This design comes from an exercise in tuning for small area on the open sky130 flow, not from production work. Function was checked by simulation only, so behaviour that the tests miss may differ from the original. Power figures rest on the tool's default switching activity, not on a simulated workload.

==> inputs of trial 68 <==
==> flow/design.v <==
module money(reset,CLK, M0, M1, M2, M3, M4, M5, ti , wi, ci, B1, B2, B3, C1, C2, C3, C4, rr, out, To, Wo, Co, Bo, C, so, RRo);
input reset;
input CLK;
input M0;
input M1;
input M2;
input M3;
input M4;
input M5;
input ti;
input wi;
input ci;
input B1;
input B2;
input B3;
input C1;
input C2;
input C3;
input C4;
input rr;
output reg [7:0]out;
output To;
output Wo;
output Co;
output [2:0]Bo;
output [3:0]C;
output [9:0]so;
output reg [2:0]RRo;
reg [9:0] d;
reg [9:0] z;
reg s;
reg [1:0] n;
assign {C, Bo, Co, Wo, To} = d;
assign so = z & {10{s}};
wire card = M4 | M5;
wire coin = ~card & (M0 | M1 | M2 | M3);
wire hi   = out[7] | out[6];
wire ge50 = hi | (out[5] & out[4] & (out[3] | out[2] | out[1]));
wire m32  = hi | out[5];
wire ge30 = m32 | (out[4] & out[3] & out[2] & out[1]);
wire ge25 = m32 | (out[4] & out[3] & (out[2] | out[1] | out[0]));
wire ge20 = m32 | (out[4] & (out[3] | out[2]));
wire m16  = m32 | out[4];
wire ge10 = m16 | (out[3] & (out[2] | out[1]));
wire m8   = m16 | out[3];
wire ge7  = m8 | (out[2] & out[1] & out[0]);
wire ge5  = m8 | (out[2] & (out[1] | out[0]));
wire [9:0] req = {C4, C3, C2, C1, B3, B2, B1, ci, wi, ti};
wire [9:0] afford = card ? 10'h3ff : {ge50, ge25, ge10, ge30, ge25, ge20, ge10, ge7, ge20, ge5};
wire open = ~(n[1] & ~n[0]);
wire [9:0] elig = req & afford;
reg [9:0] first;
reg seen;
integer i;
always @* begin
	seen = 1'b0;
	for (i = 0; i < 10; i = i + 1) begin
		first[i] = elig[i] & ~seen;
		seen = seen | elig[i];
	end
end
wire scan = ~rr & ~coin & open;
wire hit_zero = |(first & z);
wire sell = scan & seen & ~hit_zero;
wire [9:0] g = first & ~z & {10{~rr & ~coin & ~card & open}};
wire r20 = rr & ge20;
wire r10 = rr & ~ge20 & ge10;
wire r5  = rr & ~ge10 & ge5;
wire ge2  = m8 | out[2] | out[1];
wire r2  = rr & ~ge5 & ge2;
wire r1  = rr & ~ge2 & out[0];
wire c10 = ~rr & coin & M0;
wire c1  = ~rr & coin & ~M0 & M1;
wire c2  = ~rr & coin & ~M0 & ~M1 & M2;
wire c5  = ~rr & coin & ~M0 & ~M1 & ~M2;
wire [7:0] sub_v = ({8{g[0] | r5}} & 8'd5) | ({8{g[1] | g[4] | r20}} & 8'd20) |
                   ({8{g[2]}} & 8'd7) | ({8{g[3] | g[7] | r10}} & 8'd10) |
                   ({8{g[5] | g[8]}} & 8'd25) | ({8{g[6]}} & 8'd30) |
                   ({8{g[9]}} & 8'd50) | ({8{r2}} & 8'd2) | ({8{r1}} & 8'd1);
wire [7:0] add_clr = ({8{c10}} & ~8'd9) | ({8{c1}} & ~8'd0) | ({8{c2}} & ~8'd1) | ({8{c5}} & ~8'd4);
wire [7:0] k = ~(sub_v | add_clr);
wire [2:0] rro_n = rr ? {r5 | r1, r20 | r2, r10 | r2 | r1} : RRo;
always @(posedge CLK) begin
	if (reset) begin
		out <= 8'd0;
		RRo <= 3'd0;
		d <= 10'd0;
		z <= 10'd0;
		s <= 1'b0;
		n <= 2'd0;
	end else begin
		out <= out + k + 8'd1;
		RRo <= rro_n;
		if (sell) begin
			d <= d | first;
			z <= z | (first & d);
			n <= {n[0], ~n[1]};
		end
		if (scan & hit_zero) s <= 1'b1;
	end
end
endmodule
==> flow/flow/run.sh <==
#!/bin/bash
# Own layout flow: the standard ORFS flow (standard.sh) with
#  - the combinational logic mapped by whichever ABC script in flow/abc/,
#    with or without Yosys's adder extraction, gives the smallest cell area
#    while its netlist has at least 0.1 ns of setup slack before layout
#    (flip-flops are mapped by Yosys exactly as in the standard synthesis,
#    so their names and cell types are unchanged),
#  - extra settings from flow/env.sh (port buffer cell, clock tree options,
#    area recovery),
#  - timing repair aiming at a negative setup margin first (see below).
# ORFS logs each tool under orfs/logs/; make's output of each synthesis try
# goes to try_<script>.log and of the layout to flow_make*.log; the choices
# are logged in choose.log.
set -euo pipefail
W=$PWD
rm -rf "$W/myscripts"
cp -r "$FLOW_HOME/scripts" "$W/myscripts"
python3 - "$W/myscripts/synth_preamble.tcl" <<'PY'
import sys
p = sys.argv[1]
s = open(p).read()
key = "# Create argument list for stat"
assert key in s
s = s.replace(key, "if { [info exists ::env(MY_ABC_SCRIPT)] } {\n  set abc_script $::env(MY_ABC_SCRIPT)\n}\n" + key, 1)
open(p, "w").write(s)
PY
export SCRIPTS_DIR="$W/myscripts"
if [[ -f "$W/flow/env.sh" ]]; then
  source "$W/flow/env.sh"
fi
RES="$W/orfs/results/$FLOW_PLATFORM/money/base"
REP="$W/orfs/reports/$FLOW_PLATFORM/money/base"
PLAT="$FLOW_HOME/platforms/$FLOW_PLATFORM"
LIB="$PLAT/lib/sky130_fd_sc_hd__tt_025C_1v80.lib"
: > "$W/choose.log"
# Each ABC script is tried with Yosys's full-adder extraction (std) and
# without it (noadd, ADDER_MAP_FILE empty).
for s in "$W"/flow/abc/*.script; do
 for mode in std noadd; do
  name=$(basename "$s" .script)_$mode
  if [[ $mode == noadd ]]; then extra=(ADDER_MAP_FILE=); else extra=(); fi
  rm -rf "$W/orfs"
  if ! MY_ABC_SCRIPT="$s" timeout 600 bash "$W/standard.sh" "${extra[@]}" synth > "$W/try_$name.log" 2>&1; then
    echo "$name failed" >> "$W/choose.log"
    continue
  fi
  area=$(grep "Chip area" "$REP/synth_stat.txt" | awk '{print $NF}')
  cat > "$W/sta_$name.tcl" <<EOT
read_lef $PLAT/lef/sky130_fd_sc_hd.tlef
read_lef $PLAT/lef/sky130_fd_sc_hd_merged.lef
read_liberty $LIB
read_verilog $RES/1_2_yosys.v
link_design $FLOW_TOP
read_sdc $FLOW_SDC
set_driving_cell -lib_cell sky130_fd_sc_hd__buf_1 [delete_from_list [all_inputs] [get_ports CLK]]
report_worst_slack -max -digits 3
EOT
  slack=$(openroad -no_init -exit "$W/sta_$name.tcl" 2>&1 | tee "$W/sta_$name.log" | awk '/^worst slack max/ {print $4}' || true)
  echo "$name $area $slack" >> "$W/choose.log"
 done
done
best=$(python3 - "$W/choose.log" <<'PY'
import sys
rows = []
for line in open(sys.argv[1]):
    f = line.split()
    if len(f) == 3:
        try:
            rows.append((f[0], float(f[1]), float(f[2])))
        except ValueError:
            pass
ok = [r for r in rows if r[2] >= 0.1]
if ok:
    print(min(ok, key=lambda r: (r[1], r[0]))[0])
else:
    print(max(rows, key=lambda r: (r[2], -r[1]))[0])
PY
)
echo "chosen $best" >> "$W/choose.log"
export MY_ABC_SCRIPT="$W/flow/abc/${best%_*}.script"
if [[ ${best##*_} == noadd ]]; then extra=(ADDER_MAP_FILE=); else extra=(); fi
# Timing repair during the layout works from estimated parasitics that are
# pessimistic here, so it first aims below zero slack and only aims higher if
# ORFS's final report (extracted parasitics) shows too little slack left.
for m in -0.4 -0.3 -0.2 -0.1 0; do
  rm -rf "$W/orfs" "$W/out/final.def"
  bash "$W/standard.sh" "${extra[@]}" SETUP_SLACK_MARGIN=$m finish > "$W/flow_make_$m.log" 2>&1
  fslack=$(awk '/^worst slack max/ {print $4}' "$REP/6_finish.rpt" | head -1 || true)
  echo "setup margin $m: final worst slack by ORFS: $fslack" >> "$W/choose.log"
  if python3 -c "import sys; sys.exit(0 if float('${fslack:-x}') >= 0.2 else 1)" 2>/dev/null; then
    break
  fi
done
==> flow/flow/abc/abc2.script <==
strash
dch
map -a
==> flow/flow/abc/abc6.script <==
strash
dch
amap
==> flow/flow/abc/s3.script <==
strash
balance
rewrite
refactor
balance
rewrite
rewrite -z
balance
refactor -z
rewrite -z
balance
dch
map -a
==> flow/flow/abc/s7.script <==
strash
balance
rewrite
refactor
balance
rewrite
rewrite -z
balance
refactor -z
rewrite -z
balance
dch -f
map -a
strash
dch -f
map -a
==> flow/flow/abc/s9.script <==
strash
ifraig
balance
rewrite
refactor
balance
rewrite
rewrite -z
balance
refactor -z
rewrite -z
balance
dch -f
amap
==> flow/flow/abc/t2.script <==
strash
balance
rewrite
refactor
balance
rewrite
rewrite -z
balance
refactor -z
rewrite -z
balance
&get -n
&deepsyn -T 60
&put
dch -f
map -a
==> flow/flow/abc/u1.script <==
strash
balance
rewrite
refactor
balance
rewrite
rewrite -z
balance
refactor -z
rewrite -z
balance
dch -f
amap
==> flow/flow/abc/u2.script <==
strash
dch -f
amap
==> flow/flow/abc/u5.script <==
strash
ifraig
balance
rewrite
refactor
balance
rewrite
rewrite -z
balance
refactor -z
rewrite -z
balance
dch
amap
==> flow/flow/abc/v1.script <==
strash
balance
rewrite
refactor
balance
rewrite
rewrite -z
balance
refactor -z
rewrite -z
balance
dch -f
amap
==> flow/flow/abc/v2.script <==
strash
dc2
dch -f
amap
==> flow/flow/abc/v7.script <==
strash
balance
rewrite
refactor
balance
rewrite
rewrite -z
balance
refactor -z
rewrite -z
balance
dch -f
map -a
amap
==> flow/flow/abc/w4.script <==
strash
fraig
dch -f
amap
strash
dch -f
amap
strash
dch -f
amap
==> flow/flow/abc/w6.script <==
strash
fraig
strash
dch -f
amap
mfs
strash
dch -f
amap
mfs
strash
dch -f
amap
==> flow/flow/abc/x1.script <==
strash
fraig
strash
dch -f
amap
mfs
strash
dch -f
amap
mfs
strash
dch -f
amap
mfs
strash
dch -f
amap
==> flow/flow/env.sh <==
export BUFFER_PORTS_ARGS="-buffer_cell sky130_fd_sc_hd__buf_1"
export CTS_ARGS="-sink_clustering_enable -repair_clock_nets -dont_use_dummy_load -buf_list sky130_fd_sc_hd__clkbuf_4 -root_buf sky130_fd_sc_hd__clkbuf_4 -sink_clustering_size 20 -sink_clustering_max_diameter 100"
export RECOVER_POWER=100
==> flow/standard.sh <==
#!/bin/bash
# synth_recipe.tcl (not shown) runs the flow's synth.tcl, then flattens the netlist and writes it again
# the make line also repeats each setting of config.mk as NAME=value (left out here)
make -C /OpenROAD-flow-scripts/flow DESIGN_CONFIG=/design/flow/config.mk WORK_HOME=/design/flow/orfs CLKGATE_MAP_FILE= SYNTH_SCRIPT=/design/flow/synth_recipe.tcl "${@:-finish}"
==> flow/config.mk <==
export PLATFORM = sky130hd
export DESIGN_NAME = money
export DESIGN_NICKNAME = money
export VERILOG_FILES = /design/flow/design.v
export SDC_FILE = /design/flow/constraint.sdc
export NUM_CORES = 4
export LEC_CHECK = 0
export CAP_MARGIN = 20
export CORE_MARGIN = 2
export CORE_UTILIZATION = 40
export GPL_TIMING_DRIVEN = 0
export SLEW_MARGIN = 20
==> flow/constraint.sdc <==
create_clock -name core_clock -period 5.0 [get_ports {CLK}]
set_input_delay 1.0000 -clock core_clock [delete_from_list [all_inputs] [get_ports {CLK}]]
set_output_delay 1.0000 -clock core_clock [all_outputs]
set_load 0.01 [all_outputs]
==> inputs of trial 31, as changes to trial 68 <==
==> flow/design.v, changed modules only <==
module money(reset,CLK, M0, M1, M2, M3, M4, M5, ti , wi, ci, B1, B2, B3, C1, C2, C3, C4, rr, out, To, Wo, Co, Bo, C, so, RRo);
input reset;
input CLK;
input M0;
input M1;
input M2;
input M3;
input M4;
input M5;
input ti;
input wi;
input ci;
input B1;
input B2;
input B3;
input C1;
input C2;
input C3;
input C4;
input rr;
output reg [7:0]out;
output To;
output Wo;
output Co;
output [2:0]Bo;
output [3:0]C;
output [9:0]so;
output reg [2:0]RRo;
reg [9:0] d;
reg [9:0] z;
reg s;
reg [1:0] n;
assign {C, Bo, Co, Wo, To} = d;
assign so = z & {10{s}};
wire card = M4 | M5;
wire coin = ~card & (M0 | M1 | M2 | M3);
wire ge5  = out >= 8'd5;
wire ge7  = out >= 8'd7;
wire ge10 = out >= 8'd10;
wire ge20 = out >= 8'd20;
wire ge25 = out >= 8'd25;
wire ge30 = out >= 8'd30;
wire ge50 = out >= 8'd50;
wire [9:0] req = {C4, C3, C2, C1, B3, B2, B1, ci, wi, ti};
wire [9:0] afford = card ? 10'h3ff : {ge50, ge25, ge10, ge30, ge25, ge20, ge10, ge7, ge20, ge5};
wire open = ~(n[1] & ~n[0]);
wire [9:0] elig = req & afford;
reg [9:0] first;
reg seen;
integer i;
always @* begin
	seen = 1'b0;
	for (i = 0; i < 10; i = i + 1) begin
		first[i] = elig[i] & ~seen;
		seen = seen | elig[i];
	end
end
wire scan = ~rr & ~coin & open;
wire hit_zero = |(first & z);
wire sell = scan & seen & ~hit_zero;
wire [9:0] g = first & ~z & {10{~rr & ~coin & ~card & open}};
wire r20 = rr & ge20;
wire r10 = rr & ~ge20 & ge10;
wire r5  = rr & ~ge10 & ge5;
wire r2  = rr & ~ge5 & (out >= 8'd2);
wire r1  = rr & (out == 8'd1);
wire c10 = ~rr & coin & M0;
wire c1  = ~rr & coin & ~M0 & M1;
wire c2  = ~rr & coin & ~M0 & ~M1 & M2;
wire c5  = ~rr & coin & ~M0 & ~M1 & ~M2;
wire [7:0] sub_v = ({8{g[0] | r5}} & 8'd5) | ({8{g[1] | g[4] | r20}} & 8'd20) |
                   ({8{g[2]}} & 8'd7) | ({8{g[3] | g[7] | r10}} & 8'd10) |
                   ({8{g[5] | g[8]}} & 8'd25) | ({8{g[6]}} & 8'd30) |
                   ({8{g[9]}} & 8'd50) | ({8{r2}} & 8'd2) | ({8{r1}} & 8'd1);
wire [7:0] add_clr = ({8{c10}} & ~8'd9) | ({8{c1}} & ~8'd0) | ({8{c2}} & ~8'd1) | ({8{c5}} & ~8'd4);
wire [7:0] k = ~(sub_v | add_clr);
wire [2:0] rro_n = rr ? {r5 | r1, r20 | r2, r10 | r2 | r1} : RRo;
always @(posedge CLK) begin
	if (reset) begin
		out <= 8'd0;
		RRo <= 3'd0;
		d <= 10'd0;
		z <= 10'd0;
		s <= 1'b0;
		n <= 2'd0;
	end else begin
		out <= out + k + 8'd1;
		RRo <= rro_n;
		if (sell) begin
			d <= d | first;
			z <= z | (first & d);
			n <= {n[0], ~n[1]};
		end
		if (scan & hit_zero) s <= 1'b1;
	end
end
endmodule
--- a/flow/flow/run.sh
+++ b/flow/flow/run.sh
@@ -1,10 +1,9 @@
 #!/bin/bash
 # Own layout flow: the standard ORFS flow (standard.sh) with
-#  - the combinational logic mapped by whichever ABC script in flow/abc/,
-#    with or without Yosys's adder extraction, gives the smallest cell area
-#    while its netlist has at least 0.1 ns of setup slack before layout
-#    (flip-flops are mapped by Yosys exactly as in the standard synthesis,
-#    so their names and cell types are unchanged),
+#  - the combinational logic mapped by whichever ABC script in flow/abc/
+#    gives the smallest cell area while its netlist meets the clock before
+#    layout (flip-flops are mapped by Yosys exactly as in the standard
+#    synthesis, so their names and cell types are unchanged),
 #  - extra settings from flow/env.sh (port buffer cell, clock tree options,
 #    area recovery),
 #  - timing repair aiming at a negative setup margin first (see below).
@@ -33,14 +32,10 @@
 PLAT="$FLOW_HOME/platforms/$FLOW_PLATFORM"
 LIB="$PLAT/lib/sky130_fd_sc_hd__tt_025C_1v80.lib"
 : > "$W/choose.log"
-# Each ABC script is tried with Yosys's full-adder extraction (std) and
-# without it (noadd, ADDER_MAP_FILE empty).
 for s in "$W"/flow/abc/*.script; do
- for mode in std noadd; do
-  name=$(basename "$s" .script)_$mode
-  if [[ $mode == noadd ]]; then extra=(ADDER_MAP_FILE=); else extra=(); fi
+  name=$(basename "$s" .script)
   rm -rf "$W/orfs"
-  if ! MY_ABC_SCRIPT="$s" timeout 600 bash "$W/standard.sh" "${extra[@]}" synth > "$W/try_$name.log" 2>&1; then
+  if ! MY_ABC_SCRIPT="$s" timeout 600 bash "$W/standard.sh" synth > "$W/try_$name.log" 2>&1; then
     echo "$name failed" >> "$W/choose.log"
     continue
   fi
@@ -57,7 +52,6 @@
 EOT
   slack=$(openroad -no_init -exit "$W/sta_$name.tcl" 2>&1 | tee "$W/sta_$name.log" | awk '/^worst slack max/ {print $4}' || true)
   echo "$name $area $slack" >> "$W/choose.log"
- done
 done
 best=$(python3 - "$W/choose.log" <<'PY'
 import sys
@@ -77,14 +71,13 @@
 PY
 )
 echo "chosen $best" >> "$W/choose.log"
-export MY_ABC_SCRIPT="$W/flow/abc/${best%_*}.script"
-if [[ ${best##*_} == noadd ]]; then extra=(ADDER_MAP_FILE=); else extra=(); fi
+export MY_ABC_SCRIPT="$W/flow/abc/$best.script"
 # Timing repair during the layout works from estimated parasitics that are
 # pessimistic here, so it first aims below zero slack and only aims higher if
 # ORFS's final report (extracted parasitics) shows too little slack left.
-for m in -0.4 -0.3 -0.2 -0.1 0; do
+for m in -0.4 -0.2 0; do
   rm -rf "$W/orfs" "$W/out/final.def"
-  bash "$W/standard.sh" "${extra[@]}" SETUP_SLACK_MARGIN=$m finish > "$W/flow_make_$m.log" 2>&1
+  bash "$W/standard.sh" SETUP_SLACK_MARGIN=$m finish > "$W/flow_make_$m.log" 2>&1
   fslack=$(awk '/^worst slack max/ {print $4}' "$REP/6_finish.rpt" | head -1 || true)
   echo "setup margin $m: final worst slack by ORFS: $fslack" >> "$W/choose.log"
   if python3 -c "import sys; sys.exit(0 if float('${fslack:-x}') >= 0.2 else 1)" 2>/dev/null; then
removed: flow/flow/abc/w4.script
removed: flow/flow/abc/w6.script
removed: flow/flow/abc/x1.script
==> summary.txt <==
In trial 31 the global-route usage is lower than in trial 68, by 1.0 points. In trial 68 the clock power is higher than in trial 31, by about 4%. Wire length: trial 68 is higher than trial 31 (3.1%). Between trial 31 and trial 68, the lower first-iteration DRC count is in trial 31 (gap about 16%, measured against trial 68). In trial 68 the setup slack is better than in trial 31, by 0.029 ns. Synthesized cell count: trial 31 is smaller than trial 68 (about 1.6%). Between trial 68 and trial 31, the lower sequential share of layout area is in trial 31 (gap 0.31 points). Register-to-register slack: trial 31 is worse than trial 68 (0.02 ns). In count of clock-buffer cells in the layout, trial 68 and trial 31 do not differ. Synthesized area: trial 68 is smaller than trial 31 (about 3.5%).
==> figures <==
Final area over synthesized area: trial 68 1.197x; trial 31 1.166x
Adder-Cell Fraction of Synth Area: trial 68 0%; trial 31 5.92%
Outcome: trial 68 finished clean; trial 31 finished clean
Share of cell area taken by multi-input logic gates: trial 68 47.8%; trial 31 48.3%
Post-synthesis instance area: trial 68 0.00175 sq mm; trial 31 0.00182 sq mm
Wire length on met1: trial 68 2.40 mm; trial 31 2.32 mm
Min-Delay Endpoint: trial 68 RRo[1]; trial 31 RRo[2]
Startpoint of the most critical register-to-register path: trial 68 out[6]; trial 31 out[1]
Fraction of area in registers: trial 68 32.4%; trial 31 32.1%
Switching Share: trial 68 44.9%; trial 31 42.6%
Slew at the pin with the worst max-slew slack: trial 68 0.746 ns; trial 31 0.599 ns
Max rail drop VDD: trial 68 0.268 mV; trial 31 0.316 mV
Weighted congestion reported at the end of routability-driven placement: trial 68 0.843; trial 31 0.880
Global-route met1 utilization: trial 68 28.1%; trial 31 26.9%
Source of the worst hold timing path: trial 68 RRo[1]; trial 31 RRo[2]
Multi-input gate count: trial 68 193; trial 31 183
Simple-Gate Fraction of Synth Area: trial 68 30.8%; trial 31 28.4%
CP Depth: trial 68 26; trial 31 24
Grt met2 use: trial 68 31.7%; trial 31 30.3%
Critical Path AT: trial 68 4.95 ns; trial 31 4.99 ns
Met3 Track Usage GR: trial 68 3.61%; trial 31 4.22%
Core region area: trial 68 0.00429 sq mm; trial 31 0.00435 sq mm

-- afterwards: timing with drivers on the ports --
How much do the figures lean on ideal ports? The routed layouts below were timed once more, with nothing changed but the port constraints. Step 1, drivers: a clkbuf_16 drives CLK and a buf_2 each remaining input, both assumed. Step 2 adds t to the input delays and takes it off the output delays; t is the mean of the earliest and latest rising clock arrival at the registers after step 1. Input paths then give back, and output paths get back, about the clock's delay inside the block. a / b / c = ideal / step 1 / step 2; a / b = the first two.
run	t, ns	setup slack, ns	hold slack, ns
trial 68	0.355	0.290 / 0.290 / 0.043	0.481 / 0.481 / 0.481
trial 31	0.354	0.261 / 0.262 / -0.091	0.476 / 0.476 / 0.476
With both steps, setup timing fails in trial 31, where it was met with ideal ports. For trial 31, which loses most, drivers alone change the setup slack by +0.001 ns; drivers and shift together by -0.352 ns.
